This design comes from an exercise in tuning for small area and a short achievable clock period on the open sky130 flow, not from production work. Only simulation tests tie the RTL to the original design; equivalence was not proved. The clock port is modelled as an ideal driver, which makes a skipped or thinned clock tree look cheaper than it is; a real chip needs a root buffer or a tree.

== the baseline ==
Design ParallelFIR, start of the top module:
module ParallelFIR(input wire clk,
                   input wire signed [7:0] x,
                   output reg signed [17:0] y);
==> flow/config.mk <==
export PLATFORM = sky130hd
export DESIGN_NAME = ParallelFIR
export DESIGN_NICKNAME = ParallelFIR
export VERILOG_FILES = /design/flow/design.v
export SDC_FILE = /design/flow/constraint.sdc
export NUM_CORES = 4
export LEC_CHECK = 0
export CAP_MARGIN = 20
export CORE_MARGIN = 2
export CORE_UTILIZATION = 50
export SLEW_MARGIN = 20
export SYNTH_HIERARCHICAL = 1
export SYNTH_MINIMUM_KEEP_SIZE = 0
==> flow/constraint.sdc <==
create_clock -name core_clock -period 11.0 [get_ports {clk}]
set_input_delay 2.2000 -clock core_clock [delete_from_list [all_inputs] [get_ports {clk}]]
set_output_delay 2.2000 -clock core_clock [all_outputs]
set_load 0.01 [all_outputs]
standard.sh (not shown) runs the stock make flow with config.mk's settings and CLKGATE_MAP_FILE= SYNTH_SCRIPT=/design/flow/synth_recipe.tcl, a recipe that flattens the netlist after the stock synthesis.
==> flow/flow/run.sh <==
#!/bin/bash
# The standard layout with three changes to how it is made (the SDC and
# its clock period are unchanged): repair_timing keeps extra setup margin, so
# that it sizes the design for a shorter achieved period; the clock tree uses
# larger clusters and no dummy loads; the port buffers are buf_2 cells.
# Each tool's output is in the ORFS logs; make's output is in standard.log.
set -e
export SETUP_SLACK_MARGIN=8.2
export CTS_ARGS="-sink_clustering_enable -repair_clock_nets -dont_use_dummy_load -buf_list sky130_fd_sc_hd__clkbuf_16 -sink_clustering_size 30 -sink_clustering_max_diameter 200"
export BUFFER_PORTS_ARGS="-buffer_cell sky130_fd_sc_hd__buf_2"
bash standard.sh > standard.log 2>&1
The baseline went all the way through the flow, and no timing, DRC or antenna check failed.
Relative to the baseline, the following input files were edited for the candidate:
Settings: a change of CORE_UTILIZATION from 50 to 65.
--- a/flow/flow/run.sh
+++ b/flow/flow/run.sh
@@ -6,5 +6,5 @@
 # Each tool's output is in the ORFS logs; make's output is in standard.log.
 set -e
-export SETUP_SLACK_MARGIN=8.2
+export SETUP_SLACK_MARGIN=7.7
 export CTS_ARGS="-sink_clustering_enable -repair_clock_nets -dont_use_dummy_load -buf_list sky130_fd_sc_hd__clkbuf_16 -sink_clustering_size 30 -sink_clustering_max_diameter 200"
 export BUFFER_PORTS_ARGS="-buffer_cell sky130_fd_sc_hd__buf_2"
The candidate vs the baseline — starting utilization of the core area rose 16 points. [compare] base=the baseline new=the candidate: final setup slack of the worst path fell 62 ps, die area moved down.

== willow ==
ParallelFIR, a different RTL version from the one above (not shown whole).
Size in the first run: roughly 900 cells after synthesis, about 280 flip-flops, roughly 27 I/O pins, roughly 13000 um^2 of cells after synthesis.
==> flow/config.mk <==
export PLATFORM = sky130hd
export DESIGN_NAME = ParallelFIR
export DESIGN_NICKNAME = ParallelFIR
export VERILOG_FILES = /design/flow/design.v
export SDC_FILE = /design/flow/constraint.sdc
export NUM_CORES = 4
export LEC_CHECK = 0
export CAP_MARGIN = 20
export CORE_MARGIN = 2
export CORE_UTILIZATION = 50
export SLEW_MARGIN = 20
export SYNTH_HIERARCHICAL = 1
export SYNTH_MINIMUM_KEEP_SIZE = 0
==> flow/constraint.sdc <==
create_clock -name core_clock -period 11.0 [get_ports {clk}]
set_input_delay 2.2000 -clock core_clock [delete_from_list [all_inputs] [get_ports {clk}]]
set_output_delay 2.2000 -clock core_clock [all_outputs]
set_load 0.01 [all_outputs]
==> flow/flow/run.sh <==
#!/bin/bash
# The standard layout with these changes to how it is made (the SDC and
# its clock period are unchanged):
#  - repair_timing keeps extra setup margin, so that it sizes the design for a
#    shorter achieved period;
#  - the clock tree uses larger sink clusters and no dummy loads, and after CTS
#    its branch level is removed and the root split in four (flatten_clock.tcl),
#    so every register is clocked through one root buffer and one leaf buffer;
#  - the port buffers are buf_2 cells.
# Each tool's full output is in the ORFS logs; make's output is in
# standard_cts.log and standard.log, the clock edit's in flatten_clock.log.
set -e
export SETUP_SLACK_MARGIN=8.0
export CTS_ARGS="-sink_clustering_enable -repair_clock_nets -dont_use_dummy_load -buf_list sky130_fd_sc_hd__clkbuf_16 -sink_clustering_size 30 -sink_clustering_max_diameter 200"
export BUFFER_PORTS_ARGS="-buffer_cell sky130_fd_sc_hd__buf_2"
bash standard.sh cts > standard_cts.log 2>&1
CLK_ROOTS=4 CTS_ODB=$PWD/orfs/results/$FLOW_PLATFORM/ParallelFIR/base/4_cts.odb openroad -no_init -exit flow/flatten_clock.tcl > flatten_clock.log 2>&1
bash standard.sh > standard.log 2>&1
Other scripts of this flow, unchanged in this note and not shown: flow/flow/flatten_clock.tcl
Every stage of the flow completed for willow, and the final layout passed the timing, DRC and antenna checks.
Edits applied to the flow inputs when going from willow to tundra:
- PLACE_DENSITY: unset -> 0.75
- CORE_UTILIZATION: 50 -> 60
==> notes.md <==
- Going from willow to tundra, ratio of routed vias to standard cells grew by a few percent.
- On clock network area share, willow and tundra are basically level.
- Side by side, average wire length per cell after detail routing turned out higher in tundra than in willow.
- In the tables for willow and tundra, cell area reads higher with willow.
- Going from willow to tundra, worst-case setup margin in the final layout saw an increase; clock skew dropped 0.013 ns.
- On width of the die, the lower figure sits with tundra, not willow.
What yarrow does differently from tundra at the input level:
- PLACE_DENSITY removed (was 0.75)
- CORE_UTILIZATION changed from 60 to 50
--- a/flow/flow/run.sh
+++ b/flow/flow/run.sh
@@ -12,4 +12,4 @@
 set -e
-export SETUP_SLACK_MARGIN=8.0
-export CTS_ARGS="-sink_clustering_enable -repair_clock_nets -dont_use_dummy_load -buf_list sky130_fd_sc_hd__clkbuf_16 -sink_clustering_size 30 -sink_clustering_max_diameter 200"
+export SETUP_SLACK_MARGIN=7.95
+export CTS_ARGS="-sink_clustering_enable -repair_clock_nets -dont_use_dummy_load -buf_list {sky130_fd_sc_hd__clkbuf_8 sky130_fd_sc_hd__clkbuf_16} -sink_clustering_size 16 -sink_clustering_max_diameter 120"
 export BUFFER_PORTS_ARGS="-buffer_cell sky130_fd_sc_hd__buf_2"
==> notes.md <==
Share of synthesized cell area in and, or, nand and nor gates: tundra vs yarrow identical. Relative area change from synthesis to final layout: yarrow > tundra. [yarrow] detailed-route vias per instance fell 5.6% relative to tundra. Lower final critical delay including setup and external delays goes to tundra over yarrow. Comparing number of nets in the layout for yarrow and tundra, the smaller number came from tundra. Against tundra as the reference, yarrow delivers a lower total via count after detailed routing. [compare] base=tundra new=yarrow: chip height rose by 9.3%. In summary, yarrow completed successfully, with a layout that passed the timing, DRC and antenna checks.
## Diff of input files: maple against yarrow
- CAP_MARGIN now 5, was 20
- SLEW_MARGIN now 5, was 20
--- a/flow/flow/run.sh
+++ b/flow/flow/run.sh
@@ -12,4 +12,4 @@
 set -e
-export SETUP_SLACK_MARGIN=7.95
-export CTS_ARGS="-sink_clustering_enable -repair_clock_nets -dont_use_dummy_load -buf_list {sky130_fd_sc_hd__clkbuf_8 sky130_fd_sc_hd__clkbuf_16} -sink_clustering_size 16 -sink_clustering_max_diameter 120"
+export SETUP_SLACK_MARGIN=8.0
+export CTS_ARGS="-sink_clustering_enable -repair_clock_nets -dont_use_dummy_load -buf_list sky130_fd_sc_hd__clkbuf_16 -sink_clustering_size 30 -sink_clustering_max_diameter 200"
 export BUFFER_PORTS_ARGS="-buffer_cell sky130_fd_sc_hd__buf_2"
- Diff yarrow -> maple | wire length | down slightly
- maple -> yarrow: area enclosed by the die boundary delta 0, exact match
- maple ends up with a first-pass GRT wire length that is about 1.3% lower than in yarrow.
- Re tap cell count: no difference whatsoever between maple and yarrow.

port drivers added, routing unchanged:
The flow's constraints put no driver on any port. The routed layouts listed below were extracted and timed again, unchanged, in two steps.
Step 1 sets driving cells, clkbuf_16 on the clock port and buf_2 on the other inputs (assumed; they add their load-dependent delay and slew).
Step 2, shift: input delay + t, output delay - t, t = (earliest + latest rising clock arrival at the registers) / 2. This alone moves slack from input paths to output paths.
a / b / c = ideal ports / drivers / drivers and shift; a / b = the first two.
run	t (ns)	setup WS [ns]	latest minus earliest clock arrival (ns)
the baseline	0.526	7.866 / 7.818 / 8.007	0.031 / 0.031
the candidate	0.519	7.804 / 7.804 / 7.804	0.026 / 0.026
willow	0.384	8.043 / 7.946 / 8.062	0.084 / 0.084
tundra	0.377	8.050 / 7.956 / 8.063	0.079 / 0.079
yarrow	0.401	8.032 / 7.956 / 8.032	0.052 / 0.052
maple	0.384	8.043 / 7.946 / 8.062	0.084 / 0.084
After both steps setup and hold are still met in every run listed.
